This design comes from an exercise in tuning for small area on the open sky130 flow, not from production work.
At most, simulation tests tie the RTL to the original design; equivalence was not proved.
Only the layout flow was run in run 1; the RTL was not checked for function there.
Power figures rest on the tool's default switching activity, not on a simulated workload.

==> design/flow/design.v <==
`timescale 1ns / 10ps
module sap1_top (
    input  wire        clk,
    input  wire        btnC,
    input  wire        btnR,
    input  wire        btnL,
    input  wire [15:0] sw,
    output wire        sclk,
    output wire        mosi,
    output wire        cs_n,
    output wire [6:0]  seg,
    output wire [3:0]  an,
    output wire [15:0] led
);
  localparam [2:0] IDLE = 3'd0, SELECT_PROG = 3'd1, INPUT_A = 3'd2, INPUT_B = 3'd3,
                   WRITE_RAM = 3'd4, EXECUTE = 3'd5, WRITE_WAIT = 3'd6;
  reg [3:0] rcnt;
  always @(posedge clk)
    if (btnC) rcnt <= 4'b0111;
    else rcnt <= {rcnt[2:0], rcnt[3] & rcnt[2]};
  wire rst = (rcnt != 4'd0);
  reg [5:0] q;
  reg       run;
  always @(posedge clk)
    if (rst) begin
      q   <= 6'd15;
      run <= 1'b0;
    end else begin
      q <= q + 6'd1;
      if (q[4:0] == 5'd14) run <= 1'b1;
    end
  wire       halt;
  wire       tick     = run & ~halt;
  wire       pe       = tick & (q[4:0] == 5'd15);
  wire       ne       = tick & (q[4:0] == 5'd31);
  wire       spi_evt  = tick & (q[4:0] == 5'd20);
  wire       sap1_clk = tick & (q[4] ^ (q[3:0] == 4'd15));
  localparam [15:0] BT_FB = 16'd61583;
  reg       rl, ll;
  reg [3:0] rr, lr;
  reg       rs, ls, rf, lf, rlat, llat;
  reg [1:0] rsy, lsy;
  always @(posedge clk)
    if (rst) begin
      rl <= 1'b0; rr <= 4'd15; rs <= 1'b0; rf <= 1'b0; rlat <= 1'b0; rsy <= 2'b00;
      ll <= 1'b0; lr <= 4'd15; ls <= 1'b0; lf <= 1'b0; llat <= 1'b0; lsy <= 2'b00;
    end else begin
      rl <= btnR;
      rr <= (btnR != rl) ? 4'b1110 : {rr[2:0], BT_FB[rr]};
      if (rr == 4'd15) rs <= rl;
      rf <= rs & ~rf;
      if (rs & ~rf) rlat <= 1'b1;
      else if (rsy[1]) rlat <= 1'b0;
      if (pe) rsy <= {rsy[0], rlat};
      ll <= btnL;
      lr <= (btnL != ll) ? 4'b1110 : {lr[2:0], BT_FB[lr]};
      if (lr == 4'd15) ls <= ll;
      lf <= ls & ~lf;
      if (ls & ~lf) llat <= 1'b1;
      else if (lsy[1]) llat <= 1'b0;
      if (pe) lsy <= {lsy[0], llat};
    end
  wire bR = rsy[1] & ~rsy[0];
  wire bL = lsy[1] & ~lsy[0];
  localparam [15:0] SW_FB = 16'd35059;
  wire [15:0] sst;
  genvar gi;
  generate
    for (gi = 0; gi < 16; gi = gi + 1) begin : g_sw
      if (gi < 8 || gi > 12) begin : g_used
        reg       sy, st;
        reg [4:0] c;
        wire      fb = SW_FB[{c[4], c[3], c[2], c[0]}];
        always @(posedge clk)
          if (rst) begin
            sy <= 1'b0;
            c  <= 5'b00001;
            st <= 1'b0;
          end else begin
            sy <= sw[gi];
            c  <= (sw[gi] != sy) ? 5'b00000 : {c[3:0], fb};
            if (&c) st <= sy;
          end
        assign sst[gi] = st;
      end else begin : g_unused
        assign sst[gi] = 1'b0;
      end
    end
  endgenerate
  reg [2:0] ist;
  reg [2:0] wc;
  reg       wen;
  reg       psng;
  reg [3:0] song;    
  reg [7:0] inA, inB, m15;
  wire      ex = (ist == EXECUTE);
  wire      snap_ld;
  wire      wr_last = (wc == (psng ? 3'd2 : 3'd7));
  always @(posedge clk)
    if (rst) begin
      ist <= IDLE;
      wen <= 1'b0;
    end else if (pe) begin
      case (ist)
        IDLE: if (bR) ist <= SELECT_PROG;
        SELECT_PROG: begin
          if (bR) begin
            if (sst[13]) begin
              ist  <= WRITE_RAM;
              wen  <= 1'b1;
            end else begin
              ist  <= INPUT_A;
            end
          end
          if (bL) ist <= IDLE;
        end
        INPUT_A: begin
          if (bR) ist <= INPUT_B;
          if (bL) ist <= SELECT_PROG;
        end
        INPUT_B: begin
          if (bR) begin
            ist <= WRITE_RAM;
            wen <= 1'b1;
          end
          if (bL) ist <= INPUT_A;
        end
        WRITE_RAM: begin
          if (wr_last) begin
            wen <= 1'b0;
            ist <= EXECUTE;
          end else begin
            wen <= 1'b1;
            ist <= WRITE_WAIT;
          end
        end
        WRITE_WAIT: begin
          wen <= 1'b0;
          ist <= WRITE_RAM;
        end
        EXECUTE: begin
          if (!halt && bL) begin
            ist <= IDLE;
            wen <= 1'b0;
          end
        end
        default: begin
          ist <= IDLE;
          wen <= 1'b0;
        end
      endcase
    end
  always @(posedge clk)
    if (cv) begin
      inB      <= {cv_t[2:0], cv_u[3], cv_u[2:0], acc[8]};
      m15[2:0] <= {cv_h[1:0], cv_t[3]};
    end else if (pe && ist == INPUT_B && bR && !bL) begin
      inB <= sst[7:0];
      m15 <= inA;
    end
  always @(posedge clk)
    if (snap_ld) inA <= ra;
    else if (pe && ist == INPUT_A && bR) inA <= sst[7:0];
  always @(posedge clk)
    if (pe) begin
      if (ist == SELECT_PROG && bR) begin
        psng <= sst[13];
        if (sst[13]) song <= sst[5:2];
        else song[0] <= (sst[15:14] == 2'b10);
      end
      if (ist == WRITE_RAM) wc <= wc + 3'd1;
      else if (ist != WRITE_WAIT) wc <= 3'd0;
    end
  reg [2:0] cst;    
  reg [2:0] pc;
  reg       irk;
  reg [3:0] irn;
  wire [1:0] opc = irk ? 2'b11 : irn[1:0];                  
  wire [3:0] opr = irk ? irn : {irn[3], irn[3], irn[3], irn[2]};   
  reg [7:0] ra, rb;
  reg [8:0] acc;
  reg       udf;
  wire op_lda = ~irk & (irn[1:0] == 2'd0);
  wire op_add = ~irk & (irn[1:0] == 2'd1);
  wire op_sub = ~irk & (irn[1:0] == 2'd2) & irn[3];
  wire op_sng = irk;
  wire op_hlt = ~irk & (irn[1:0] == 2'd3);
  wire op_as  = op_add | op_sub;
  assign halt = ex & (cst == 3'd3) & op_hlt;
  wire ir_load  = ex & (cst == 3'd2);
  wire a_load   = ex & (cst == 3'd4) & op_lda;
  wire b_load   = ex & (cst == 3'd4) & op_as;
  wire acc_load = ex & (cst == 3'd5) & op_as;
  wire sng_en   = ex & (cst == 3'd3) & op_sng;
  reg [4:0] ins;
  always @(*) begin
    case (pc)
      3'd1:    ins = psng ? {1'b1, song} : 5'b01100;
      3'd2:    ins = psng ? 5'b00011 : (song[0] ? 5'b01010 : 5'b01001);
      3'd3:    ins = 5'b00010;
      3'd4:    ins = 5'b10000;
      default: ins = 5'b00011;
    endcase
  end
  reg        cy;
  wire       alu_w = q[4] & ~q[3];
  wire       a_i   = ra[q[2:0]];
  wire       b_i   = rb[q[2:0]];
  wire       x_i   = udf ? b_i : a_i;
  wire       y_i   = (udf ? a_i : b_i) ^ op_sub;
  wire       s_i   = x_i ^ y_i ^ cy;
  wire       c_o   = (x_i & y_i) | (x_i & cy) | (y_i & cy);
  wire       lt_i  = (~a_i & b_i) | (~(a_i ^ b_i) & cy & (q[2:0] != 3'd0));
  wire       alu_s = alu_w & (cst == 3'd5) & op_as;
  always @(posedge clk)
    if (pe && cst == 3'd5) cy <= op_sub;
    else if (alu_w && cst == 3'd4) cy <= lt_i;
    else if (alu_s) cy <= c_o;
  wire       pre_halt = ex & (cst == 3'd2) & op_hlt;
  wire       cv  = pre_halt & q[4] & (~q[3] | (q[2:0] == 3'd0));
  wire       cv0 = (q[3:0] == 4'd0);
  wire [3:0] cv_u = cv0 ? 4'd0 : add3(inB[3:0]);
  wire [3:0] cv_t = cv0 ? 4'd0 : add3(inB[7:4]);
  wire [2:0] cv_h = cv0 ? 3'd0 : m15[2:0];
  always @(posedge clk)
    if (rst) cst <= 3'd0;
    else if (ne && ex) cst <= (cst == 3'd5) ? 3'd0 : cst + 3'd1;
  always @(posedge clk)
    if (rst) begin
      pc <= 3'd0; irk <= 1'b0; irn <= 4'd0; ra <= 8'd0; rb <= 8'd0;
      acc <= 9'd0; udf <= 1'b0;
    end else if (pe && ex) begin
      case (cst)
        3'd1: pc <= pc + 3'd1;
        3'd2: begin
          irk <= ins[4];
          irn <= ins[3:0];
        end
        3'd4: begin
          if (op_lda) ra <= m15;
          if (op_as) rb <= inB;
        end
        3'd5: if (op_as) udf <= op_sub & cy;
        default: ;
      endcase
    end else if (alu_s) acc <= {~op_sub & c_o, s_i, acc[7:1]};
    else if (cv) acc <= {acc[7:0], 1'b0};
  reg [5:0]  bc;     
  reg        sck;
  reg [27:0] snap;
  wire       sending = ~&bc;
  assign snap_ld = ~sending & (q[4:2] == 3'b110) & (ist != INPUT_B);
  wire [39:0] word = {inA, snap[27:12], snap[11], 1'b0, snap[10], 1'b0,
                      1'b0, snap[9:7], 1'b0, snap[6:0]};
  always @(posedge clk)
    if (snap_ld)
      snap <= {rb, acc[7:0], sng_en, udf, pc, opr, cst};
  always @(posedge clk)
    if (rst) begin
      bc   <= 6'd63;
      sck  <= 1'b0;
    end else begin
      if (!sending) begin
        if (spi_evt && ex) bc <= 6'd40;
      end else if (!q[0]) begin
        sck <= ~sck;
        if (!sck) bc <= bc - 6'd1;
      end
    end
  assign sclk = sck;
  assign cs_n = ~sending;
  assign mosi = (bc < 6'd40) ? word[bc] : 1'b0;
  localparam [6:0] SEG_I = 7'b0110000, SEG_D = 7'b1011110, SEG_L = 7'b0111000,
                   SEG_E = 7'b1111001, SEG_S = 7'b1101101, SEG_A = 7'b1110111,
                   SEG_B = 7'b1111100, SEG_X = 7'b1110110, SEG_C = 7'b0111001,
                   SEG_MINUS = 7'b1000000, SEG_OFF = 7'b0000000;
  function [6:0] seg7;
    input [3:0] d;
    begin
      case (d)
        4'h0: seg7 = 7'b0111111;
        4'h1: seg7 = 7'b0000110;
        4'h2: seg7 = 7'b1011011;
        4'h3: seg7 = 7'b1001111;
        4'h4: seg7 = 7'b1100110;
        4'h5: seg7 = 7'b1101101;
        4'h6: seg7 = 7'b1111101;
        4'h7: seg7 = 7'b0000111;
        4'h8: seg7 = 7'b1111111;
        default: seg7 = 7'b1101111;
      endcase
    end
  endfunction
  function [3:0] add3;
    input [3:0] d;
    begin
      case (d)
        4'd5: add3 = 4'd8;
        4'd6: add3 = 4'd9;
        4'd7: add3 = 4'd10;
        4'd8: add3 = 4'd11;
        4'd9: add3 = 4'd12;
        default: add3 = d;
      endcase
    end
  endfunction
  wire [10:0] bcd = {m15[2:0], inB};
  wire        ge100 = (bcd[10:8] != 3'd0);
  wire        ge10  = ge100 | (bcd[7:4] != 4'd0);
  reg  [1:0] dsp;
  reg  [2:0] mode;
  always @(posedge clk) begin
    dsp  <= q[5:4];
    mode <= rst ? 3'd4 : halt ? 3'd7 : ist;
  end
  wire [3:0] nib = dsp[1] ? {1'b0, bcd[10:8]} : dsp[0] ? bcd[7:4] : bcd[3:0];
  wire [6:0] num = seg7(nib);
  wire       shown = (dsp == 2'd0) | ((dsp == 2'd1) & (udf | ge10)) | ((dsp == 2'd2) & (udf | ge100));
  reg  [6:0] dig;
  always @(*) begin
    case (mode)
      IDLE:        dig = (dsp == 2'd3) ? SEG_I : (dsp == 2'd2) ? SEG_D : (dsp == 2'd1) ? SEG_L : SEG_E;
      SELECT_PROG: dig = (dsp == 2'd3) ? SEG_S : (dsp == 2'd2) ? SEG_E : (dsp == 2'd1) ? SEG_L : SEG_OFF;
      INPUT_A:     dig = (dsp == 2'd0) ? SEG_A : SEG_OFF;
      INPUT_B:     dig = (dsp == 2'd0) ? SEG_B : SEG_OFF;
      EXECUTE:     dig = (dsp == 2'd3) ? SEG_E : (dsp == 2'd2) ? SEG_X : (dsp == 2'd1) ? SEG_E : SEG_C;
      3'd7:        dig = shown ? num : ((dsp == 2'd3) & udf) ? SEG_MINUS : SEG_OFF;
      default:     dig = SEG_OFF;
    endcase
  end
  assign seg = ~dig;
  assign an = ~(4'b0001 << dsp);
  assign led = {2'b00, 1'b0, ir_load, opc[1:0], ex, bR, acc_load, a_load, b_load,
                wen, halt, sap1_clk, ist[1:0]};
endmodule
==> design/flow/flow/run.sh <==
#!/bin/bash
# Standard layout with these changes: synthesis maps the logic with an
# area-oriented abc script (flow/area.abc) and without the adder-cell step
# (registers are untouched), the ports are buffered with the smallest
# buffer, and the clock tree is built from mid-size buffers without dummy
# loads.
set -euo pipefail
export MY_ABC_SCRIPT="$PWD/flow/area.abc"
bash standard.sh SYNTH_SCRIPT="$PWD/flow/synth.tcl" ADDER_MAP_FILE= \
  BUFFER_PORTS_ARGS="-buffer_cell sky130_fd_sc_hd__buf_1" \
  CTS_ARGS="-sink_clustering_enable -repair_clock_nets -buf_list sky130_fd_sc_hd__clkbuf_8 -sink_clustering_size 12 -sink_clustering_max_diameter 60 -dont_use_dummy_load" \
  finish > make_flow.log 2>&1
==> design/flow/flow/area.abc <==
&get -n
&st
&syn3
&dch -f
&put
amap
topo
dnsize -c
==> design/flow/flow/synth.tcl <==
proc synth {args} { yosys synth -nofsm -noshare {*}$args }
proc abc {args} {
  if {[info exists ::env(MY_ABC_SCRIPT)]} {
    set i [lsearch -exact $args -script]
    if {$i >= 0} { lset args [expr {$i + 1}] $::env(MY_ABC_SCRIPT) }
  }
  yosys abc {*}$args
}
source $::env(SCRIPTS_DIR)/synth.tcl
# left out here: clear keep_hierarchy, flatten, clean up, hide names made inside functions, write 1_2_yosys.v
==> design/flow/standard.sh <==
#!/bin/bash
# synth_recipe.tcl (not shown) runs the flow's synth.tcl, then flattens the netlist and writes it again
# the make line also repeats each setting of config.mk as NAME=value (left out here)
make -C /OpenROAD-flow-scripts/flow DESIGN_CONFIG=/design/flow/config.mk WORK_HOME=/design/flow/orfs CLKGATE_MAP_FILE= SYNTH_SCRIPT=/design/flow/synth_recipe.tcl "${@:-finish}"
==> design/flow/config.mk <==
export PLATFORM = sky130hd
export DESIGN_NAME = sap1_top
export DESIGN_NICKNAME = sap1_top
export VERILOG_FILES = /design/flow/design.v
export SDC_FILE = /design/flow/constraint.sdc
export NUM_CORES = 4
export LEC_CHECK = 0
export CAP_MARGIN = 20
export CORE_MARGIN = 2
export CORE_UTILIZATION = 40
export CTS_BUF_LIST = sky130_fd_sc_hd__clkbuf_8
export CTS_CLUSTER_DIAMETER = 60
export CTS_CLUSTER_SIZE = 12
export SLEW_MARGIN = 20
==> design/flow/constraint.sdc <==
create_clock -name core_clock -period 15.0 [get_ports {clk}]
set_input_delay 3.0000 -clock core_clock [delete_from_list [all_inputs] [get_ports {clk}]]
set_output_delay 3.0000 -clock core_clock [all_outputs]
set_load 0.01 [all_outputs]
==> results.json, run 1 <==
{
  "dieWidth_um": 154.2,
  "power_density_mw_per_mm2": 95.50,
  "finalMaxSlewViolations": 0,
  "crit_path_start_kind": "flop",
  "critPathLaunch": "bc[1]$_SDFFE_PP1P_",
  "power.internal_w": 0.0007446,
  "cts_hold_buf": 0,
  "nNetsFinal": 1076,
  "cts_tree": "built",
  "num_rows": 54,
  "worst_pin_slew_ns": 0.8754,
  "crit_type": "flop to primary output",
  "clockBufferDepth": 3,
  "first_pass_iters": 5,
  "io_buffers": 41,
  "antenna_found_initial": 0,
  "overflow": 0,
  "grt_start_max_net_pins": 75,
  "dieArea_mm2": 0.02379,
  "leakage_nw": 3.236,
  "clkPwrFrac_pct": 34.0,
  "fin_skew_ns": 0.04779,
  "cp_slowest_cell": "dfxtp_1",
  "r2r_slack_ns": 10.80,
  "core_area_mm2": 0.02196,
  "drtAntennaViolNets": 0,
  "insertion_delay_ns": 0.54,
  "routabilityCongestion": 0.8212,
  "cts_made_buffers": 22,
  "final_cell_mix": "184 x nor2_1, 161 x dfxtp_1, 123 x clkinv_1",
  "avgSynthCellArea_um2": 9.047,
  "area_growth_pct": 8.550,
  "nFillCells": 2128,
  "first_iter_violations": 460,
  "hold_path.startpoint": "q[5]$_SDFF_PP0_",
  "p_sw_w": 0.0001914,
  "start_util_pct": 41.12,
  "io_pins": 50,
  "finalHoldViolations": 0,
  "yosys.area.top_type": "dfxtp_1",
  "drc": 0,
  "cts.repair.resized": 0,
  "antennaDiodeCount": 0,
  "hp-class": "flop to flop",
  "ys_seq_area_share_pct": 55.99,
  "yosys_warnings": 1,
  "drive_gt1_share_pct": 2.941,
  "drt_wl_total_um": 20160,
  "rsz0062_at_grt": "no",
  "grtUsageTotal_pct": 16.80,
  "seq_area_mm2": 0.005055,
  "grt_pass1_vias": 6570,
  "final_util_pct": 44.63,
  "die_y_um": 154.2,
  "setup_viol": 0,
  "p_seq_share_pct": 65.4,
  "worstPathArrival_ns": 3.29,
  "multi_input_area_mm2": 0.003436,
  "timing.rr.start": "ist[1]$_SDFFE_PP0P_",
  "syn-instance-count": 998,
  "finalCritPeriodShare_pct": 41.92,
  "critPathMaxStageDelay_ns": 0.71,
  "grt_pass1_wl_um": 32950,
  "final_common_cell": "nor2_1",
  "cp_max_fo": 15,
  "path_cells": "clkinv_1 > nand2_1 > nor2_1 > o41ai_1 > o22ai_1 > o22a_1 > o21ai_0 > buf_1",
  "max_freq_mhz": 159.0,
  "setup_tns_ns": 0,
  "cts_root_buf": "clkbuf_8",
  "synthArstFlopShare_pct": 0,
  "min_period_ns": 6.287,
  "post-dp-hpwl_um": 14270,
  "cap_violations": 0,
  "routed_via_density": 5.345,
  "synth_edf_count": 61,
  "postCtsSetupBuffers": 0,
  "p_sw_share_pct": 20.45,
  "ys.flop_type": "dfxtp_1",
  "cts_sinks": 222,
  "synthTopCellsByArea": "dfxtp_1 36%, edfxtp_1 20%, nor2_1 7.6%, clkinv_1 5.2%, a21oi_1 3.4%",
  "worstPathRequired_ns": 12.00,
  "netlist_area_mm2": 0.009029,
  "slew_headroom_pct": 41.64,
  "yosys.area.top_type_share_pct": 35.70,
  "clkTransAtPathRegs_ns": 0.09,
  "vdd_drop_max_v": 0.00005841,
  "ys_types": 41,
  "wl_per_cell_um": 15.11,
  "vias": 7130,
  "synth_seq_cells": 222,
  "worst_setup_path_end_kind": "primary output",
  "status": "complete, no violations",
  "p_comb_share_pct": 0.5,
  "htree_levels": 1
}
[stage by stage]
step | instances | power, W | hold slack, ns | worst slack (ns) | instance area [µm²]
global placement | 1312 | 0.0006312 | 0.3615 | 9.224 | 9498
floorplan | 1000 | 0.0006296 | 0.3522 | 8.846 | 9036
detailed placement | 1312 | 0.0006313 | 0.3659 | 9.227 | 9498
finish | 1334 | 0.0009360 | 0.3801 | 8.713 | 9801
CTS | 1334 | 0.0009489 | 0.3821 | 8.652 | 9801
global route | 1334 | 0.0009727 | 0.3995 | 8.464 | 9801
[synthesized netlist by cell type (13+ instances only)]
library cell and number:
a21oi_1 62, dfxtp_1 161, nand3_1 25, nand2_1 58, o22ai_1 33, nor3_1 31, or2_0 13, a211oi_1 17
a22oi_1 27, nor2b_1 34, edfxtp_1 61, buf_4 14, nor2_1 184, o21ai_0 49, clkinv_1 124
[path summary, 6_finish.rpt]
check / cells after the start / end
min: 0 / dsp[1]$_DFF_P_
max reg2reg: 12 / inB[1]$_DFFE_PP_
min reg2reg: 0 / dsp[1]$_DFF_P_
max: 8 / mosi
[state kept, by name (all words and copies together), names as in the netlist, 4 cells and up]
register	flops
lr	4
snap	28
g_sw.g_used.c	55
rcnt	4
song	4
inB	8
ra	8
m15	8
g_sw.g_used.st	11
rr	4
g_sw.g_used.sy	11
acc	9
q	6
bc	6
irn	4
inA	8
rb	8
[worst max-delay path: cells and delay by family, from the launching register on]
kind,cells,cell delay [ns]
AO/OA/AOI/OAI,4,0.85
flip-flops,1,0.71
AND/OR/NAND/NOR,2,0.46
buffers and inverters,2,0.76
[routing by layer]
| metal | GRT usage (%) | share of wire, % |
|---|---|---|
| met1 | 23.87 | 49 |
| met3 | 2.466 | 4.6 |
| met2 | 26.97 | 45 |
| met5 | 0 | 0 |
| met4 | 4.361 | 2.2 |
[power by group through the flow]
stage | registers (W) | logic [W] | clock network (W)
floorplan | 0.000626 | 0.00000325 | 0
global placement | 0.000626 | 0.00000476 | 0
detailed placement | 0.000627 | 0.00000483 | 0
CTS | 0.000612 | 0.00000484 | 0.000332
global route | 0.000613 | 0.00000560 | 0.000354
finish | 0.000613 | 0.00000480 | 0.000319
[cell type report]
class | instances | share of cell area [%]
Timing Repair Buffer | 46 | 1.953
Clock buffer | 22 | 3.089
Multi-Input combinational cell | 640 | 35.06
Tap cell | 280 | 3.575
Inverter | 124 | 4.749
Sequential cell | 222 | 51.58
[kinds of logic after synthesis]
| logic type | count (synthesis) | share of synthesized area [%] |
|---|---|---|
| buffers and inverters | 138 | 6.319 |
| and+or+nand+nor | 368 | 18.02 |
| other | 1 | 0.04153 |
| DFF | 222 | 55.99 |
| AOI/OAI and AO/OA | 269 | 19.64 |
==> run 2: changes to the inputs <==
--- a/design/flow/design.v
+++ b/design/flow/design.v
@@ -154,3 +154,3 @@
     if (cv) begin
-      inB      <= {cv_t[2:0], cv_u[3], cv_u[2:0], acc[8]};
+      inB      <= {cv_t[2:0], cv_u[3], cv_u[2:0], cv_b};
       m15[2:0] <= {cv_h[1:0], cv_t[3]};
@@ -161,4 +161,3 @@
   always @(posedge clk)
-    if (snap_ld) inA <= ra;
-    else if (pe && ist == INPUT_A && bR) inA <= sst[7:0];
+    if (pe && ist == INPUT_A && bR) inA <= sst[7:0];
   always @(posedge clk)
@@ -224,2 +223,4 @@
   wire [2:0] cv_h = cv0 ? 3'd0 : m15[2:0];
+  wire [7:0] acc_r = {acc[1], acc[2], acc[3], acc[4], acc[5], acc[6], acc[7], acc[8]};
+  wire       cv_b = q[3] ? acc[0] : acc_r[q[2:0]];
   always @(posedge clk)
@@ -245,10 +246,14 @@
       endcase
-    end else if (alu_s) acc <= {~op_sub & c_o, s_i, acc[7:1]};
-    else if (cv) acc <= {acc[7:0], 1'b0};
+    end else if (alu_s) begin
+      acc[q[2:0]] <= s_i;
+      if (q[2:0] == 3'd7) acc[8] <= ~op_sub & c_o;
+    end
   reg [5:0]  bc;     
   reg        sck;
-  reg [27:0] snap;
+  reg [10:0] snap;
+  reg        fa, fb, fc;
   wire       sending = ~&bc;
-  assign snap_ld = ~sending & (q[4:2] == 3'b110) & (ist != INPUT_B);
-  wire [39:0] word = {inA, snap[27:12], snap[11], 1'b0, snap[10], 1'b0,
+  assign snap_ld = ~sending & (q[4:2] == 3'b110);
+  wire [39:0] word = {ra & {8{fa}}, rb & {8{fb}}, acc[7:0] & {8{fc}},
+                      snap[10], 1'b0, udf & fc, 1'b0,
                       1'b0, snap[9:7], 1'b0, snap[6:0]};
@@ -256,3 +261,9 @@
     if (snap_ld)
-      snap <= {rb, acc[7:0], sng_en, udf, pc, opr, cst};
+      snap <= {sng_en, pc, opr, cst};
+  always @(posedge clk)
+    if (snap_ld) begin
+      fa <= |ra;
+      fb <= |rb;
+      fc <= |acc;
+    end
   always @(posedge clk)
==> results.json, run 2 <==
{
  "antennaDiodeCount": 0,
  "drc": 0,
  "area_growth_pct": 8.816,
  "cts_root_buf": "clkbuf_8",
  "grtUsageTotal_pct": 17.59,
  "ys.flop_type": "dfxtp_1",
  "synth_common_cells": "173 x nor2_1, 161 x dfxtp_1, 130 x clkinv_1",
  "routabilityCongestion": 0.8855,
  "status": "complete, no violations",
  "min_period_ns": 6.433,
  "cts.repair.resized": 0,
  "core_area_mm2": 0.02109,
  "ys_seq_area_share_pct": 53.80,
  "die_y_um": 150.8,
  "io_pins": 50,
  "drtAntennaViolNets": 0,
  "leakage_nw": 3.010,
  "final_common_cell": "nor2_1",
  "finalHoldViolations": 0,
  "vdd_drop_max_v": 0.00007576,
  "met2_usage_pct": 28.77,
  "synthArstFlopShare_pct": 0,
  "cts_made_buffers": 22,
  "grt_start_max_net_pins": 58,
  "first_pass_iters": 5,
  "busiest_layer": "met2",
  "cp_max_fo": 8,
  "grt_util_met3_pct": 3.091,
  "postCtsSetupBuffers": 0,
  "grt_util_met1_pct": 24.30,
  "overflow": 0,
  "yosys.area.top_type_share_pct": 37.41,
  "grt_pass1_vias": 6427,
  "worst_setup_path_end_kind": "primary output",
  "syn-instance-count": 986,
  "grt_pass1_wl_um": 32210,
  "yosys_warnings": 1,
  "antenna_found_initial": 0,
  "drive_gt1_share_pct": 2.972,
  "dieWidth_um": 150.8,
  "worst_pin_slew_ns": 0.8282,
  "final_cell_mix": "173 x nor2_1, 161 x dfxtp_1, 129 x clkinv_1",
  "start_util_pct": 40.85,
  "insertion_delay_ns": 0.52,
  "finalMaxSlewViolations": 0,
  "setup_viol": 0,
  "crit_type": "flop to primary output",
  "hp-class": "flop to flop",
  "clockBufferDepth": 3,
  "dpl_cell_area_mm2": 0.009066,
  "io_buffers": 41,
  "routed_via_density": 5.382,
  "dieArea_mm2": 0.02273,
  "worstPathRequired_ns": 12.00,
  "vias": 7093,
  "slew_headroom_pct": 44.79,
  "synth_edf_count": 47,
  "stdcell_area_mm2": 0.009374,
  "yosys.area.top_type": "dfxtp_1",
  "cts_hold_buf": 0,
  "worstPathArrival_ns": 3.43,
  "netlist_area_mm2": 0.008615,
  "avgSynthCellArea_um2": 8.737,
  "drt_wl_total_um": 19890,
  "synthTopCellsByArea": "dfxtp_1 37%, edfxtp_1 16%, nor2_1 7.5%, clkinv_1 5.7%, a21oi_1 3.7%",
  "max_freq_mhz": 155.4,
  "finalCritPeriodShare_pct": 42.89,
  "clkTransAtPathRegs_ns": 0.08,
  "synth.most_common_cell": "nor2_1",
  "largest_reg_flops": 55,
  "crit_path_start_kind": "flop",
  "wl_per_cell_um": 15.09,
  "final_cells": 1318,
  "post-dp-hpwl_um": 14260,
  "cap_violations": 0,
  "cts_sinks": 208,
  "dp.cells": 1295,
  "first_iter_violations": 434,
  "fin_skew_ns": 0.02886,
  "cts_tree": "built",
  "rsz0062_at_grt": "no",
  "ys_types": 42,
  "num_rows": 53,
  "nNetsFinal": 1065,
  "synth_seq_cells": 208,
  "power_density_mw_per_mm2": 94.35,
  "regMostFlops": "g_sw.g_used.c",
  "htree_levels": 1,
  "setup_tns_ns": 0
}
## run 2: cell types whose count changed after synthesis, moves of 4 or more
cell      change
a22oi_1       -8
nand3_1       -8
edfxtp_1     -14
a222oi_1      +4
nor2_1       -11
o221ai_1      +5
clkinv_1      +6
o32ai_1       +5
a311oi_1      +5
a211oi_1      -5
o21ai_0      +11
nand2_1       +5
nor4_1        +7
## run 2: metal layers
metal	up-vias	part of all wire, %
met5	-	0
met1	3289	48
met3	25	5.0
li1	3613	-
met2	166	46
met4	0	1.4
## run 2: path summary, 6_finish.rpt
path / startpoint / end / slack [ns] / cells past startpoint
worst min-delay path: q[5]$_SDFF_PP0_ / dsp[1]$_DFF_P_ / 0.38 / 0
worst max register to register: q[0]$_SDFF_PP1_ / inB[7]$_DFFE_PP_ / 9.67 / 13
worst min register to register: q[5]$_SDFF_PP0_ / dsp[1]$_DFF_P_ / 0.38 / 0
worst max-delay path: ist[0]$_SDFFE_PP0P_ / led[6] / 8.57 / 6
## run 2: area by class of cell
type | instances | area [µm²]
Multi-Input combinational cell | 636 | 3408
Fill cell | 2146 | 11710
Tap cell | 275 | 344.1
Clock buffer | 22 | 302.8
Timing Repair Buffer | 47 | 196.4
Sequential cell | 208 | 4634
Inverter | 130 | 488.0
## run 2: logic make-up (layout without fill, tap and decap cells)
group                  Yosys count  in the layout  synth area share [%]
and+or+nand+nor                359            359                 18.56
AOI/OAI and AO/OA              274            274                 20.71
DFF                            208            208                 53.80
buffers and inverters          144            199                 6.885
other                            1              3               0.04353
## run 2: per-stage QoR
| stage | power (W) | utilization [%] | setup slack [ns] | hold slack (ns) |
|---|---|---|---|---|
| global placement | 0.0005881 | 42.99 | 9.201 | 0.3652 |
| finish | 0.0008844 | 44.45 | 8.567 | 0.3760 |
| global route | 0.0009177 | 44.45 | 8.340 | 0.3839 |
| CTS | 0.0008979 | 44.43 | 8.617 | 0.3778 |
| detailed placement | 0.0005882 | 42.99 | 9.202 | 0.3638 |
| floorplan | 0.0005864 | - | 8.053 | 0.3522 |
## run 2: worst max-delay path, cell delays in order (launching register included)
cell,delay (ns)
dfxtp_1,0.47
clkinv_1,0.27
nor3_1,0.68
clkinv_1,0.44
or3_1,0.43
nor3_1,0.41
buf_1,0.21
## run 2: power breakdown
part           switching, W  internal (W)  leakage [nW]
registers       0.000000523      0.000570          1.70
logic            0.00000312    0.00000167          1.16
clock network      0.000178      0.000131         0.158
==> run 3: changes to the inputs <==
--- a/design/flow/flow/run.sh
+++ b/design/flow/flow/run.sh
@@ -10,3 +10,3 @@
   BUFFER_PORTS_ARGS="-buffer_cell sky130_fd_sc_hd__buf_1" \
-  CTS_ARGS="-sink_clustering_enable -repair_clock_nets -buf_list sky130_fd_sc_hd__clkbuf_8 -sink_clustering_size 12 -sink_clustering_max_diameter 60 -dont_use_dummy_load" \
+  CTS_ARGS="-sink_clustering_enable -repair_clock_nets -buf_list sky130_fd_sc_hd__clkbuf_16 -sink_clustering_size 24 -sink_clustering_max_diameter 70 -dont_use_dummy_load" \
   finish > make_flow.log 2>&1
==> results.json, run 3 <==
{
  "reg2reg_depth": 13,
  "overflow": 0,
  "synth-simple-area-share_pct": 18.56,
  "ys_seq_area_share_pct": 53.80,
  "final_common_cell": "nor2_1",
  "drive_gt1_share_pct": 2.222,
  "clkPwrFrac_pct": 37.4,
  "r2r_slack_ns": 9.66,
  "dieWidth_um": 150.8,
  "avgSynthCellArea_um2": 8.737,
  "p_sw_w": 0.0001812,
  "worst_pin_slew_ns": 0.8036,
  "area_growth_pct": 9.368,
  "max_freq_mhz": 157.9,
  "grt_pass1_wl_um": 32000,
  "setup_viol": 0,
  "crit_type": "flop to primary output",
  "antenna_found_initial": 0,
  "yosys_warnings": 1,
  "cts_tree": "built",
  "insertion_delay_ns": 0.48,
  "grt_pass1_vias": 6320,
  "cts_sinks": 208,
  "first_pass_iters": 6,
  "synth_top_family_by_area": "compound AO/OA/AOI/OAI gates",
  "path_cells": "clkinv_1 > nor3_1 > clkinv_1 > or3_1 > nor3_1 > buf_1",
  "setup_tns_ns": 0,
  "drc": 0,
  "drtAntennaViolNets": 0,
  "core_area_mm2": 0.02109,
  "clkTransAtPathRegs_ns": 0.08,
  "r2r_end": "inB[6]$_DFFE_PP_",
  "hp-class": "flop to flop",
  "start_util_pct": 40.85,
  "worst_setup_path_end_kind": "primary output",
  "crit_path_start_kind": "flop",
  "min_path_cells": 0,
  "power.internal_w": 0.0007383,
  "synth.most_common_cell": "nor2_1",
  "ys_types": 42,
  "p_comb_share_pct": 0.5,
  "clockBufferDepth": 3,
  "synthArstFlopShare_pct": 0,
  "synthAdderAreaFrac_pct": 0,
  "hold_path.startpoint": "q[5]$_SDFF_PP0_",
  "yosys.area.top_type": "dfxtp_1",
  "final_cell_mix": "173 x nor2_1, 161 x dfxtp_1, 129 x clkinv_1",
  "synth_edf_count": 47,
  "cts_hold_buf": 0,
  "slew_headroom_pct": 46.43,
  "timing.rr.start": "q[0]$_SDFF_PP1_",
  "critical_path_buf_inv_count": 3,
  "synthTopCellsByArea": "dfxtp_1 37%, edfxtp_1 16%, nor2_1 7.5%, clkinv_1 5.7%, a21oi_1 3.7%",
  "ys.flop_type": "dfxtp_1",
  "yosys.area.top_type_share_pct": 37.41,
  "p_sw_share_pct": 19.71,
  "cts.repair.resized": 0,
  "cts_root_buf": "clkbuf_16",
  "dieArea_mm2": 0.02273,
  "cts_made_buffers": 14,
  "min_period_ns": 6.335,
  "nNetsFinal": 1057,
  "post-dp-hpwl_um": 14260,
  "fin_skew_ns": 0.03626,
  "synthXorXnorAreaFrac_pct": 0,
  "postCtsSetupBuffers": 0,
  "critPathMaxStageDelay_ns": 0.65,
  "regMostFlops": "g_sw.g_used.c",
  "vias": 7068,
  "htree_levels": 1,
  "leakage_nw": 3.024,
  "grt_start_max_net_pins": 58,
  "worstPathRequired_ns": 12.00,
  "finalHoldViolations": 0,
  "power_density_mw_per_mm2": 97.59,
  "path_delay_family": "simple AND/OR/NAND/NOR gates",
  "drt_wl_total_um": 19750,
  "synth_seq_cells": 208,
  "finalCritPeriodShare_pct": 42.23,
  "netlist_area_mm2": 0.008615,
  "finalMaxSlewViolations": 0,
  "io_buffers": 41,
  "vdd_drop_max_v": 0.00007659,
  "routabilityCongestion": 0.8855,
  "num_rows": 53,
  "syn-instance-count": 986,
  "largest_reg_flops": 55,
  "synth_mux_area_share_pct": 0,
  "worstPathArrival_ns": 3.34,
  "synth_common_cells": "173 x nor2_1, 161 x dfxtp_1, 130 x clkinv_1",
  "grtUsageTotal_pct": 17.42,
  "die_y_um": 150.8,
  "holdPathEnd": "dsp[1]$_DFF_P_",
  "io_pins": 50,
  "wl_per_cell_um": 15.08,
  "rsz0062_at_grt": "no",
  "hold-worst-slack_ns": 0.3775,
  "status": "complete, no violations",
  "synth_compound_area_share_pct": 20.71,
  "cp_max_fo": 8,
  "first_iter_violations": 366,
  "routed_via_density": 5.395,
  "antennaDiodeCount": 0,
  "cap_violations": 0,
  "cp_slowest_cell": "nor3_1",
  "p_seq_share_pct": 62.0
}
[run 3: how the worst max path moves through the flow]
stage / end / start / depth (start not counted) / slack (ns)
3_3_place_gp: led[2] / q[0]$_SDFF_PP1_ / 10 / 9.20
6_report: led[6] / ist[0]$_SDFFE_PP0P_ / 6 / 8.66
3_5_place_dp: led[6] / ist[0]$_SDFFE_PP0P_ / 6 / 9.20
4_1_cts: led[6] / ist[0]$_SDFFE_PP0P_ / 6 / 8.66
5_1_grt: led[6] / ist[0]$_SDFFE_PP0P_ / 6 / 8.40
2_1_floorplan: ist[2]$_SDFFE_PP0P_ / rcnt[0]$_SDFF_PP1_ / 4 / 8.05
[run 3: kinds of logic (layout without fill, tap and decap cells)]
family / after synthesis / after routing
flip-flops: 208 / 208
buffers and inverters: 144 / 191
other: 1 / 3
AO/OA/AOI/OAI: 274 / 274
AND/OR/NAND/NOR: 359 / 359
[run 3: cell type report]
cell class	instances	area, µm²
Fill cell	2143	11670
Inverter	130	488.0
Tap cell	275	344.1
Clock buffer	14	350.3
Multi-Input combinational cell	636	3408
Timing Repair Buffer	47	196.4
Sequential cell	208	4634
[run 3: stage by stage]
step	setup WS (ns)	utilization (%)	power [W]	std cells	instance area, µm²
floorplan	8.053	-	0.0005864	988	8622
global placement	9.201	42.99	0.0005881	1295	9066
detailed placement	9.202	42.99	0.0005882	1295	9066
CTS	8.664	44.65	0.0009305	1309	9417
global route	8.396	44.68	0.0009491	1310	9422
finish	8.665	44.68	0.0009195	1310	9422
[run 3: worst reg2reg max path, delay by kind of cell (launching register included)]
family,cells,cell delay [ns]
flip-flops,1,0.62
buffers and inverters,5,1.56
AND/OR/NAND/NOR,8,2.82
[run 3: power groups by stage]
stage          Sequential (W)  Combinational (W)  Clock (W)
4_1_cts              0.000570         0.00000484   0.000355
5_1_grt              0.000571         0.00000566   0.000373
3_5_place_dp         0.000583         0.00000482          0
3_3_place_gp         0.000583         0.00000480          0
6_report             0.000570         0.00000479   0.000344
2_1_floorplan        0.000583         0.00000328          0
[run 3: routing by layer]
layer | wire length, µm | global-route usage [%] | vias up
met2 | 8939 | 28.55 | 175
met5 | 0 | 0 | -
li1 | - | - | 3598
met3 | 1087 | 2.606 | 32
met1 | 9324 | 24.36 | 3263
met4 | 402 | 4.065 | 0
==> run 4: changes to the inputs <==
--- a/design/flow/design.v
+++ b/design/flow/design.v
@@ -94,3 +94,3 @@
   reg [3:0] song;    
-  reg [7:0] inA, inB, m15;
+  reg [7:0] inA;
   wire      ex = (ist == EXECUTE);
@@ -153,13 +153,7 @@
   always @(posedge clk)
-    if (cv) begin
-      inB      <= {cv_t[2:0], cv_u[3], cv_u[2:0], cv_b};
-      m15[2:0] <= {cv_h[1:0], cv_t[3]};
-    end else if (pe && ist == INPUT_B && bR && !bL) begin
-      inB <= sst[7:0];
-      m15 <= inA;
-    end
-  always @(posedge clk)
-    if (pe && ist == INPUT_A && bR) inA <= sst[7:0];
+    if (cv) inA <= {cv_t[2:0], cv_u[3], cv_u[2:0], cv_b};
+    else if (pe && ist == INPUT_A && bR) inA <= sst[7:0];
   always @(posedge clk)
-    if (pe) begin
+    if (cv) song[2:0] <= {cv_h[1:0], cv_t[3]};
+    else if (pe) begin
       if (ist == SELECT_PROG && bR) begin
@@ -169,2 +163,5 @@
       end
+    end
+  always @(posedge clk)
+    if (pe) begin
       if (ist == WRITE_RAM) wc <= wc + 3'd1;
@@ -220,5 +217,5 @@
   wire       cv0 = (q[3:0] == 4'd0);
-  wire [3:0] cv_u = cv0 ? 4'd0 : add3(inB[3:0]);
-  wire [3:0] cv_t = cv0 ? 4'd0 : add3(inB[7:4]);
-  wire [2:0] cv_h = cv0 ? 3'd0 : m15[2:0];
+  wire [3:0] cv_u = cv0 ? 4'd0 : add3(inA[3:0]);
+  wire [3:0] cv_t = cv0 ? 4'd0 : add3(inA[7:4]);
+  wire [2:0] cv_h = cv0 ? 3'd0 : song[2:0];
   wire [7:0] acc_r = {acc[1], acc[2], acc[3], acc[4], acc[5], acc[6], acc[7], acc[8]};
@@ -230,3 +227,3 @@
     if (rst) begin
-      pc <= 3'd0; irk <= 1'b0; irn <= 4'd0; ra <= 8'd0; rb <= 8'd0;
+      pc <= 3'd0; irk <= 1'b0; irn <= 4'd0;
       acc <= 9'd0; udf <= 1'b0;
@@ -239,6 +236,2 @@
         end
-        3'd4: begin
-          if (op_lda) ra <= m15;
-          if (op_as) rb <= inB;
-        end
         3'd5: if (op_as) udf <= op_sub & cy;
@@ -250,2 +243,14 @@
     end
+  wire a_pend = (pc == 3'd0) |
+                ((pc == 3'd1) & ((cst == 3'd1) | (((cst == 3'd2) | (cst == 3'd3)) & op_lda)));
+  wire b_pend = (pc[2:1] == 2'd0) |
+                ((pc == 3'd2) & ((cst == 3'd1) | (((cst == 3'd2) | (cst == 3'd3)) & op_as)));
+  wire commit_ab = pe & (ist == INPUT_B) & bR & ~bL;
+  wire fetch_w = pe & ex & (cst == 3'd2);
+  always @(posedge clk)
+    if (commit_ab && a_pend) ra <= inA;
+    else if (fetch_w && pc == 3'd1 && psng) ra <= 8'd0;
+  always @(posedge clk)
+    if (commit_ab && b_pend) rb <= sst[7:0];
+    else if (fetch_w && pc == 3'd2 && psng) rb <= 8'd0;
   reg [5:0]  bc;     
@@ -253,7 +258,11 @@
   reg [10:0] snap;
-  reg        fa, fb, fc;
+  wire [2:0] s_pc  = snap[9:7];
+  wire [2:0] s_cst = snap[2:0];
+  wire       s_a   = (s_pc >= 3'd2) | ((s_pc == 3'd1) & ((s_cst == 3'd0) | (s_cst >= 3'd4)));
+  wire       s_b   = (s_pc >= 3'd3) | ((s_pc == 3'd2) & ((s_cst == 3'd0) | (s_cst >= 3'd4)));
+  wire       s_c   = (s_pc >= 3'd3) | ((s_pc == 3'd2) & ((s_cst == 3'd0) | (s_cst == 3'd5)));
   wire       sending = ~&bc;
   assign snap_ld = ~sending & (q[4:2] == 3'b110);
-  wire [39:0] word = {ra & {8{fa}}, rb & {8{fb}}, acc[7:0] & {8{fc}},
-                      snap[10], 1'b0, udf & fc, 1'b0,
+  wire [39:0] word = {ra & {8{s_a}}, rb & {8{s_b}}, acc[7:0] & {8{s_c}},
+                      snap[10], 1'b0, udf & s_c, 1'b0,
                       1'b0, snap[9:7], 1'b0, snap[6:0]};
@@ -263,8 +272,2 @@
   always @(posedge clk)
-    if (snap_ld) begin
-      fa <= |ra;
-      fb <= |rb;
-      fc <= |acc;
-    end
-  always @(posedge clk)
     if (rst) begin
@@ -317,3 +320,3 @@
   endfunction
-  wire [10:0] bcd = {m15[2:0], inB};
+  wire [10:0] bcd = {song[2:0], inA};
   wire        ge100 = (bcd[10:8] != 3'd0);
--- a/design/flow/flow/run.sh
+++ b/design/flow/flow/run.sh
@@ -10,3 +10,3 @@
   BUFFER_PORTS_ARGS="-buffer_cell sky130_fd_sc_hd__buf_1" \
-  CTS_ARGS="-sink_clustering_enable -repair_clock_nets -buf_list sky130_fd_sc_hd__clkbuf_16 -sink_clustering_size 24 -sink_clustering_max_diameter 70 -dont_use_dummy_load" \
+  CTS_ARGS="-sink_clustering_enable -repair_clock_nets -buf_list sky130_fd_sc_hd__clkbuf_8 -sink_clustering_size 12 -sink_clustering_max_diameter 60 -dont_use_dummy_load" \
   finish > make_flow.log 2>&1
==> results.json, run 4 <==
{
  "status": "complete, no violations",
  "finalCritPeriodShare_pct": 40.89,
  "dieArea_mm2": 0.02147,
  "grt_util_met3_pct": 4.219,
  "ys_types": 43,
  "cts_made_buffers": 17,
  "first_iter_violations": 372,
  "met2_usage_pct": 29.22,
  "cts_tree": "built",
  "antennaDiodeCount": 0,
  "min_period_ns": 6.134,
  "final_common_cell": "nor2_1",
  "syn-instance-count": 956,
  "worstPathRequired_ns": 12.00,
  "synth.most_common_cell": "nor2_1",
  "cap_violations": 0,
  "area_growth_pct": 8.622,
  "cts_hold_buf": 0,
  "worst_pin_slew_ns": 0.9140,
  "finalHoldViolations": 0,
  "setup_viol": 0,
  "vias": 6700,
  "cp_max_fo": 14,
  "slew_headroom_pct": 38.43,
  "regMostFlops": "g_sw.g_used.c",
  "crit_type": "flop to primary output",
  "synthTopCellsByArea": "dfxtp_1 36%, edfxtp_1 16%, nor2_1 8.9%, clkinv_1 5.4%, o21ai_0 4.8%",
  "final_cell_mix": "192 x nor2_1, 145 x dfxtp_1, 116 x clkinv_1",
  "ys.flop_type": "dfxtp_1",
  "cts_root_buf": "clkbuf_8",
  "insertion_delay_ns": 0.47,
  "fin_skew_ns": 0.03485,
  "largest_reg_flops": 55,
  "first_pass_iters": 5,
  "io_pins": 50,
  "routabilityCongestion": 0.8767,
  "postCtsSetupBuffers": 0,
  "nNetsFinal": 1031,
  "post-dp-hpwl_um": 13710,
  "busiest_layer": "met2",
  "drt_wl_total_um": 18720,
  "synth_edf_count": 44,
  "hp-class": "flop to flop",
  "avgSynthCellArea_um2": 8.501,
  "worstPathArrival_ns": 3.13,
  "cp_slowest_cell": "dfxtp_1",
  "drtAntennaViolNets": 0,
  "cts_sinks": 189,
  "cts.repair.resized": 0,
  "worst_setup_path_end_kind": "primary output",
  "grt_start_max_net_pins": 50,
  "grt_pass1_vias": 6304,
  "io_buffers": 41,
  "max_freq_mhz": 163.0,
  "htree_levels": 4,
  "wl_per_cell_um": 14.63,
  "nFillCells": 2033,
  "setup_tns_ns": 0,
  "die_y_um": 146.5,
  "num_rows": 52,
  "overflow": 0,
  "drive_gt1_share_pct": 2.676,
  "timing.critical_path.mode_cell": "nor2_1",
  "grt_util_met1_pct": 23.60,
  "fin_ws_ns": 8.866,
  "power_density_mw_per_mm2": 88.19,
  "final_util_pct": 43.91,
  "synth_common_cells": "192 x nor2_1, 145 x dfxtp_1, 117 x clkinv_1",
  "rsz0062_at_grt": "no",
  "dieWidth_um": 146.5,
  "yosys.area.top_type_share_pct": 35.72,
  "finalMaxSlewViolations": 0,
  "netlist_area_mm2": 0.008127,
  "critPathMaxStageDelay_ns": 0.52,
  "clkTransAtPathRegs_ns": 0.07,
  "leakage_nw": 2.922,
  "vdd_drop_max_v": 0.00006112,
  "path_cells": "clkinv_1 > nand2_1 > nor2_1 > or4_1 > o21ai_0 > o221ai_1 > o41a_1 > nor2_1 > or2_0 > buf_1",
  "ys_seq_area_share_pct": 51.98,
  "synthArstFlopShare_pct": 0,
  "grtUsageTotal_pct": 18.00,
  "grt_pass1_wl_um": 31240,
  "drc": 0,
  "start_util_pct": 40.42,
  "synth_seq_cells": 189,
  "routed_via_density": 5.238,
  "crit_path_start_kind": "flop",
  "clockBufferDepth": 2,
  "yosys_warnings": 1,
  "yosys.area.top_type": "dfxtp_1",
  "core_area_mm2": 0.02010,
  "antenna_found_initial": 0,
  "place_ws_ns": 9.385
}
==> run 4: worst paths after layout <==
kind | startpoint | to | slack [ns] | cells past startpoint
setup / recovery | bc[1]$_SDFFE_PP1P_ | mosi | 8.87 | 10
hold / removal | q[5]$_SDFF_PP0_ | dsp[1]$_DFF_P_ | 0.37 | 0
setup reg to reg | q[0]$_SDFF_PP1_ | ra[7]$_SDFFCE_PN0P_ | 10.91 | 13
hold reg to reg | q[5]$_SDFF_PP0_ | dsp[1]$_DFF_P_ | 0.37 | 0
==> run 4: cell families (layout without fill, tap and decap cells) <==
group,after synthesis,after routing,share of synthesized area [%]
compound gates,263,263,21.05
buf+inv,131,182,6.697
flops,189,189,51.98
other cells,1,3,0.04615
simple gates,372,372,20.23
==> run 4: cell type report <==
| class | count | area (µm²) | area share, % |
|---|---|---|---|
| multi-input cells | 638 | 3388 | 38.38 |
| well taps | 270 | 337.8 | 3.827 |
| clock buffers | 17 | 234.0 | 2.651 |
| inverters | 117 | 439.2 | 4.975 |
| flip-flops and latches | 189 | 4224 | 47.85 |
| repair buffers | 48 | 203.9 | 2.310 |
==> run 4: report_power, final <==
group | total, W | leakage [nW] | switching [W] | internal, W
logic | 0.00000483 | 1.19 | 0.00000314 | 0.00000169
registers | 0.000519 | 1.61 | 0.000000529 | 0.000518
clock network | 0.000255 | 0.122 | 0.000154 | 0.000100
total | 0.000778 | 2.92 | 0.000158 | 0.000621
==> run 4: routing by layer <==
metal | up-vias | wire [µm] | share of wire [%]
met5 | - | 0 | 0
met3 | 26 | 884 | 4.7
li1 | 3463 | - | -
met2 | 145 | 8426 | 45
met1 | 3066 | 9009 | 48
met4 | 0 | 396 | 2.1
==> run 4: worst max-delay path, delay by kind of cell, from the launching register on <==
family / cells / cell delay (ns)
buffers and inverters: 2 / 0.62
AO/OA/AOI/OAI: 3 / 0.37
AND/OR/NAND/NOR: 5 / 1.17
flip-flops: 1 / 0.52
==> run 4: metrics by stage <==
stage / cells / hold slack, ns / total power [W] / area (µm²)
after detailed placement: 1262 / 0.3666 / 0.0005355 / 8584
final: 1279 / 0.3739 / 0.0007785 / 8827
after CTS: 1279 / 0.3726 / 0.0007879 / 8818
after global placement: 1261 / 0.3586 / 0.0005355 / 8579
after floorplan: 958 / 0.3522 / 0.0005338 / 8134
after global routing: 1279 / 0.3984 / 0.0008041 / 8827
==> run 5: changes to the inputs <==
--- a/design/flow/design.v
+++ b/design/flow/design.v
@@ -90,3 +90,2 @@
   reg [2:0] ist;
-  reg [2:0] wc;
   reg       wen;
@@ -97,3 +96,3 @@
   wire      snap_ld;
-  wire      wr_last = (wc == (psng ? 3'd2 : 3'd7));
+  wire      wr_last;
   always @(posedge clk)
@@ -154,3 +153,8 @@
     if (cv) inA <= {cv_t[2:0], cv_u[3], cv_u[2:0], cv_b};
-    else if (pe && ist == INPUT_A && bR) inA <= sst[7:0];
+    else if (pe) begin
+      if (ist == INPUT_A && bR) inA <= sst[7:0];
+      if ((ist == SELECT_PROG && bR && sst[13]) || (ist == INPUT_B && bR)) inA[2:0] <= 3'd0;
+      if (ist == WRITE_RAM) inA[2:0] <= inA[2:0] + 3'd1;
+    end
+  assign wr_last = (inA[2:0] == (psng ? 3'd2 : 3'd7));
   always @(posedge clk)
@@ -164,7 +168,2 @@
     end
-  always @(posedge clk)
-    if (pe) begin
-      if (ist == WRITE_RAM) wc <= wc + 3'd1;
-      else if (ist != WRITE_WAIT) wc <= 3'd0;
-    end
   reg [2:0] cst;    
@@ -285,3 +284,14 @@
   assign cs_n = ~sending;
-  assign mosi = (bc < 6'd40) ? word[bc] : 1'b0;
+  reg mo;
+  always @(*) begin
+    case (bc[5:3])
+      3'd4: mo = s_a & ra[bc[2:0]];
+      3'd3: mo = s_b & rb[bc[2:0]];
+      3'd2: mo = s_c & acc[bc[2:0]];
+      3'd1: mo = word[{3'd1, bc[2:0]}];
+      3'd0: mo = word[{3'd0, bc[2:0]}];
+      default: mo = 1'b0;
+    endcase
+  end
+  assign mosi = mo;
   localparam [6:0] SEG_I = 7'b0110000, SEG_D = 7'b1011110, SEG_L = 7'b0111000,
==> design/flow/flow/area.abc (replaced) <==
&get -n
&st
&syn2
&dch -f
&put
amap
strash
&get -n
&st
&syn2
&dch -f
&put
amap
topo
dnsize -c
==> results.json, run 5 <==
{
  "status": "complete, no violations",
  "ys.flop_type": "dfxtp_1",
  "finalCritPeriodShare_pct": 42.41,
  "cts_root_buf": "clkbuf_8",
  "antennaDiodeCount": 0,
  "finalMaxSlewViolations": 0,
  "clkTransAtPathRegs_ns": 0.07,
  "cts_tree": "built",
  "io_pins": 50,
  "vdd_drop_max_v": 0.00006191,
  "cts_made_buffers": 17,
  "yosys.area.top_type_share_pct": 36.08,
  "dieWidth_um": 145.8,
  "timing.rr.start": "q[0]$_SDFF_PP1_",
  "fin_ws_ns": 8.638,
  "clockBufferDepth": 2,
  "routed_via_density": 5.297,
  "synth_common_cells": "192 x nor2_1, 145 x dfxtp_1, 125 x clkinv_1",
  "worstPathRequired_ns": 12.00,
  "netlist_area_mm2": 0.008045,
  "cts.repair.resized": 0,
  "regMostFlops": "g_sw.g_used.c",
  "hold_path.startpoint": "q[5]$_SDFF_PP0_",
  "synthArstFlopShare_pct": 0,
  "ys_seq_area_share_pct": 51.38,
  "power_density_mw_per_mm2": 87.67,
  "hold-worst-slack_ns": 0.3851,
  "cts_sinks": 186,
  "hp-class": "flop to flop",
  "first_iter_violations": 447,
  "dp.cells": 1261,
  "largest_reg_flops": 55,
  "setup_viol": 0,
  "final_cells": 1278,
  "insertion_delay_ns": 0.47,
  "rsz0062_at_grt": "no",
  "drtAntennaViolNets": 0,
  "min_path_cells": 0,
  "drc": 0,
  "syn-instance-count": 959,
  "vias": 6770,
  "overflow": 0,
  "die_y_um": 145.8,
  "worst_pin_slew_ns": 1.085,
  "slew_headroom_pct": 27.03,
  "r2r_slack_ns": 10.92,
  "cts_hold_buf": 0,
  "synthTopCellsByArea": "dfxtp_1 36%, edfxtp_1 15%, nor2_1 9.0%, clkinv_1 5.8%, o21ai_0 4.0%",
  "busiest_layer": "met2",
  "io_buffers": 41,
  "setup_tns_ns": 0,
  "ys_types": 42,
  "grt_util_met3_pct": 4.232,
  "met2_usage_pct": 28.92,
  "crit_type": "flop to primary output",
  "drt_wl_total_um": 18910,
  "final_cell_mix": "192 x nor2_1, 145 x dfxtp_1, 124 x clkinv_1",
  "min_period_ns": 6.362,
  "final_common_cell": "nor2_1",
  "holdPathEnd": "dsp[1]$_DFF_P_",
  "final_util_pct": 44.63,
  "place_ws_ns": 9.291,
  "postCtsSetupBuffers": 0,
  "fin_skew_ns": 0.04405,
  "grt_pass1_wl_um": 30900,
  "r2r_end": "ra[4]$_SDFFCE_PN0P_",
  "routabilityCongestion": 0.8633,
  "wl_per_cell_um": 14.80,
  "finalHoldViolations": 0,
  "area_growth_pct": 8.662,
  "synth_seq_cells": 186,
  "grt_start_max_net_pins": 52,
  "num_rows": 51,
  "start_util_pct": 41.07,
  "yosys_warnings": 1,
  "reg2reg_depth": 15,
  "synth_edf_count": 41,
  "worst_setup_path_end_kind": "primary output",
  "core_area_mm2": 0.01959,
  "post-dp-hpwl_um": 13740,
  "antenna_found_initial": 0,
  "synth.most_common_cell": "nor2_1",
  "avgSynthCellArea_um2": 8.389,
  "worstPathArrival_ns": 3.36,
  "leakage_nw": 2.839,
  "yosys.area.top_type": "dfxtp_1",
  "grt_pass1_vias": 6303,
  "grt_util_met1_pct": 23.39,
  "dieArea_mm2": 0.02126,
  "cap_violations": 0,
  "cp_max_fo": 13,
  "first_pass_iters": 5,
  "htree_levels": 4,
  "crit_path_start_kind": "flop",
  "nNetsFinal": 1035,
  "grtUsageTotal_pct": 17.83,
  "drive_gt1_share_pct": 2.863,
  "max_freq_mhz": 157.2
}
==> run 5: cells by family (layout without fill, tap and decap cells) <==
kind of cell / Yosys count / after routing / share of synthesized area, %
buffers and inverters: 139 / 191 / 7.138
and+or+nand+nor: 384 / 384 / 21.42
other: 1 / 3 / 0.04661
AOI/OAI and AO/OA: 249 / 249 / 20.02
DFF: 186 / 186 / 51.38
==> run 5: through the flow <==
stage / power [W] / cell area, µm²
finish: 0.0007664 / 8742
global route: 0.0007922 / 8742
CTS: 0.0007741 / 8737
detailed placement: 0.0005262 / 8503
global placement: 0.0005262 / 8498
floorplan: 0.0005244 / 8053
==> run 5: critical path, cell delays in order (launching register included) <==
cell	delay [ns]
dfxtp_1	0.68
clkinv_1	0.56
nor2_1	0.35
clkinv_1	0.31
o22ai_1	0.20
a21oi_1	0.06
o32a_1	0.17
a22oi_1	0.19
nor3_1	0.07
nor2_1	0.10
o41ai_1	0.08
buf_1	0.14
==> run 5: metal layers <==
metal | vias to the layer above | wire, µm
met5 | - | 0
met4 | 0 | 426
met3 | 32 | 1084
met2 | 191 | 8516
met1 | 3065 | 8887
li1 | 3482 | -
==> run 5: area by class of cell <==
class | count | area [µm²]
Clock buffer | 17 | 234.0
Fill cell | 1999 | 10850
Inverter | 125 | 469.2
Multi-Input combinational cell | 636 | 3362
Sequential cell | 186 | 4134
Tap cell | 265 | 331.6
Timing Repair Buffer | 49 | 211.5
==> run 5: how the worst max path moves through the flow <==
| stage | from | end | slack, ns | cells after the start |
|---|---|---|---|---|
| floorplan | rcnt[0]$_SDFF_PP1_ | udf$_SDFFE_PP0P_ | 8.62 | 3 |
| global placement | bc[1]$_SDFFE_PP1P_ | mosi | 9.29 | 11 |
| detailed placement | bc[1]$_SDFFE_PP1P_ | mosi | 9.29 | 11 |
| CTS | bc[1]$_SDFFE_PP1P_ | mosi | 8.75 | 11 |
| global route | bc[1]$_SDFFE_PP1P_ | mosi | 8.40 | 11 |
| finish | bc[1]$_SDFFE_PP1P_ | mosi | 8.64 | 11 |
==> run 5: power breakdown <==
part / total, W / internal [W] / switching, W / leakage (nW)
Sequential: 0.000510 / 0.000509 / 0.000000509 / 1.51
Clock: 0.000252 / 0.000100 / 0.000151 / 0.122
Combinational: 0.00000474 / 0.00000163 / 0.00000311 / 1.21
==> run 6: changes to the inputs <==
==> design/flow/flow/area.abc (replaced) <==
&get -n
&st
&syn3
&dch -f
&put
amap
strash
&get -n
&st
&syn3
&dch -f
&put
amap
topo
dnsize -c
==> results.json, run 6 <==
{
  "synthArstFlopShare_pct": 0,
  "ys.flop_type": "dfxtp_1",
  "drt_wl_total_um": 18760,
  "cts.repair.resized": 0,
  "routabilityCongestion": 0.8731,
  "vdd_drop_max_v": 0.00006663,
  "largest_reg_flops": 55,
  "finalMaxSlewViolations": 0,
  "worstPathArrival_ns": 3.38,
  "io_buffers": 41,
  "total_power_w": 0.0007691,
  "final_cell_mix": "191 x nor2_1, 145 x dfxtp_1, 110 x clkinv_1",
  "area_growth_pct": 8.549,
  "cap_violations": 0,
  "reg2reg_depth": 11,
  "status": "complete, no violations",
  "finalCritPeriodShare_pct": 42.56,
  "start_util_pct": 41.00,
  "overflow": 0,
  "regMostFlops": "g_sw.g_used.c",
  "p_sw_w": 0.0001579,
  "syn-instance-count": 948,
  "crit_type": "flop to primary output",
  "cts_hold_buf": 0,
  "ys_types": 45,
  "insertion_delay_ns": 0.49,
  "worstPathRequired_ns": 12.00,
  "routed_via_density": 5.269,
  "critPathMaxStageDelay_ns": 0.94,
  "fin_skew_ns": 0.04030,
  "grt_start_max_net_pins": 55,
  "netlist_area_mm2": 0.008005,
  "cts_tree": "built",
  "drc": 0,
  "final_cells": 1265,
  "clkTransAtPathRegs_ns": 0.07,
  "power.internal_w": 0.0006112,
  "drtAntennaViolNets": 0,
  "max_freq_mhz": 156.6,
  "cts_made_buffers": 17,
  "p_comb_share_pct": 0.6,
  "dieWidth_um": 145.5,
  "avgSynthCellArea_um2": 8.444,
  "wl_per_cell_um": 14.83,
  "dieArea_mm2": 0.02116,
  "nNetsFinal": 1022,
  "worst_setup_path_end_kind": "primary output",
  "core_area_mm2": 0.01953,
  "drive_gt1_share_pct": 2.700,
  "leakage_nw": 2.906,
  "hp-class": "flop to flop",
  "cts_root_buf": "clkbuf_8",
  "synth_seq_cells": 186,
  "min_period_ns": 6.384,
  "antennaDiodeCount": 0,
  "power_density_mw_per_mm2": 88.51,
  "num_rows": 51,
  "grt_pass1_vias": 6204,
  "finalHoldViolations": 0,
  "htree_levels": 4,
  "clkPwrFrac_pct": 33.1,
  "p_seq_share_pct": 66.3,
  "rsz0062_at_grt": "no",
  "cp_max_fo": 9,
  "yosys.area.top_type": "dfxtp_1",
  "yosys.area.top_type_share_pct": 36.26,
  "post-dp-hpwl_um": 13520,
  "cts_sinks": 186,
  "crit_path_start_kind": "flop",
  "setup_tns_ns": 0,
  "grtUsageTotal_pct": 18.19,
  "synth_edf_count": 41,
  "setup_viol": 0,
  "first_pass_iters": 5,
  "grt_pass1_wl_um": 31140,
  "nFillCells": 1995,
  "io_pins": 50,
  "ys_seq_area_share_pct": 51.64,
  "clockBufferDepth": 2,
  "cp_slowest_cell": "nor4_1",
  "die_y_um": 145.5,
  "vias": 6665,
  "antenna_found_initial": 0,
  "min_path_cells": 0,
  "dp.cells": 1248,
  "postCtsSetupBuffers": 0,
  "final_common_cell": "nor2_1",
  "final_util_pct": 44.50,
  "first_iter_violations": 415,
  "synthTopCellsByArea": "dfxtp_1 36%, edfxtp_1 15%, nor2_1 9.0%, clkinv_1 5.2%, a21oi_1 4.0%",
  "yosys_warnings": 1,
  "worst_pin_slew_ns": 1.196,
  "synth.most_common_cell": "nor2_1",
  "synth_common_cells": "191 x nor2_1, 145 x dfxtp_1, 111 x clkinv_1",
  "p_sw_share_pct": 20.53,
  "path_cells": "clkinv_1 > nor3_1 > nand3_1 > nor4_1 > nand2b_1 > nor2_1 > buf_1",
  "slew_headroom_pct": 19.50,
  "hold-worst-slack_ns": 0.3710
}
-- run 6: final cells by class --
cell class	instances	area (µm²)	share of cell area (%)
flip-flops and latches	186	4134	47.57
multi-input cells	639	3374	38.83
inverters	111	416.7	4.795
well taps	265	331.6	3.816
clock buffers	17	234.0	2.693
repair buffers	47	198.9	2.289
-- run 6: final timing paths --
check	start	slack (ns)	endpoint
worst max-delay path	ist[0]$_SDFFE_PP0P_	8.62	led[2]
worst min-delay path	q[5]$_SDFF_PP0_	0.37	dsp[1]$_DFF_P_
worst max register to register	ist[0]$_SDFFE_PP0P_	10.78	rb[1]$_SDFFCE_PN0P_
worst min register to register	q[5]$_SDFF_PP0_	0.37	dsp[1]$_DFF_P_
-- run 6: metrics by stage --
step | cell area [µm²] | setup WS, ns
after global routing | 8690 | 8.334
after detailed placement | 8451 | 9.138
after floorplan | 8013 | 8.459
after global placement | 8451 | 9.136
after CTS | 8685 | 8.637
final | 8690 | 8.616
-- run 6: kinds of logic after synthesis --
group	share of synthesized area, %
buffers and inverters	6.518
other	0.04684
and+or+nand+nor	20.98
AOI/OAI and AO/OA	20.82
DFF	51.64
-- run 6: per-layer routing --
| metal | global-route usage (%) | routed length [µm] |
|---|---|---|
| met5 | 0 | 0 |
| met4 | 6.373 | 311 |
| met3 | 3.730 | 781 |
| met2 | 29.72 | 8808 |
| met1 | 24.06 | 8856 |
-- run 6: power by group through the flow --
| stage | Combinational [W] | Clock [W] | Sequential [W] |
|---|---|---|---|
| finish | 0.00000474 | 0.000255 | 0.000510 |
| CTS | 0.00000483 | 0.000262 | 0.000510 |
| floorplan | 0.00000333 | 0 | 0.000521 |
| detailed placement | 0.00000483 | 0 | 0.000521 |
| global placement | 0.00000474 | 0 | 0.000521 |
| global route | 0.00000552 | 0.000283 | 0.000510 |
-- run 6: critical path: cells and delay by family, from the launching register on --
family | cells | cell delay, ns
flip-flops | 1 | 0.51
buffers and inverters | 2 | 0.37
AND/OR/NAND/NOR | 5 | 2.04

[what the ideal ports hide]
The flow's constraints put no driver on any port. The routed layouts listed below were extracted and timed again, unchanged, in two steps.
Step 1 assumes that a clkbuf_16 drives the clock port and a buf_2 every other input.
Step 2, shift: input delay + t, output delay - t, t = (earliest + latest rising clock arrival at the registers) / 2. This alone moves slack from input paths to output paths.
Slacks: no drivers / after step 1 / after step 2; pairs: no drivers / after step 1.
run | t (ns) | slack for setup (ns) | hold WS [ns]
run 1 | 0.553 | 8.713 / 8.674 / 9.228 | 0.380 / 0.380 / 0.380
run 2 | 0.542 | 8.567 / 8.529 / 9.072 | 0.376 / 0.376 / 0.376
run 3 | 0.499 | 8.665 / 8.623 / 9.122 | 0.377 / 0.377 / 0.377
run 4 | 0.488 | 8.866 / 8.827 / 9.315 | 0.374 / 0.374 / 0.374
run 5 | 0.490 | 8.638 / 8.599 / 9.089 | 0.385 / 0.385 / 0.385
run 6 | 0.510 | 8.616 / 8.575 / 9.086 | 0.371 / 0.371 / 0.371
After both steps setup and hold are still met in every run listed.
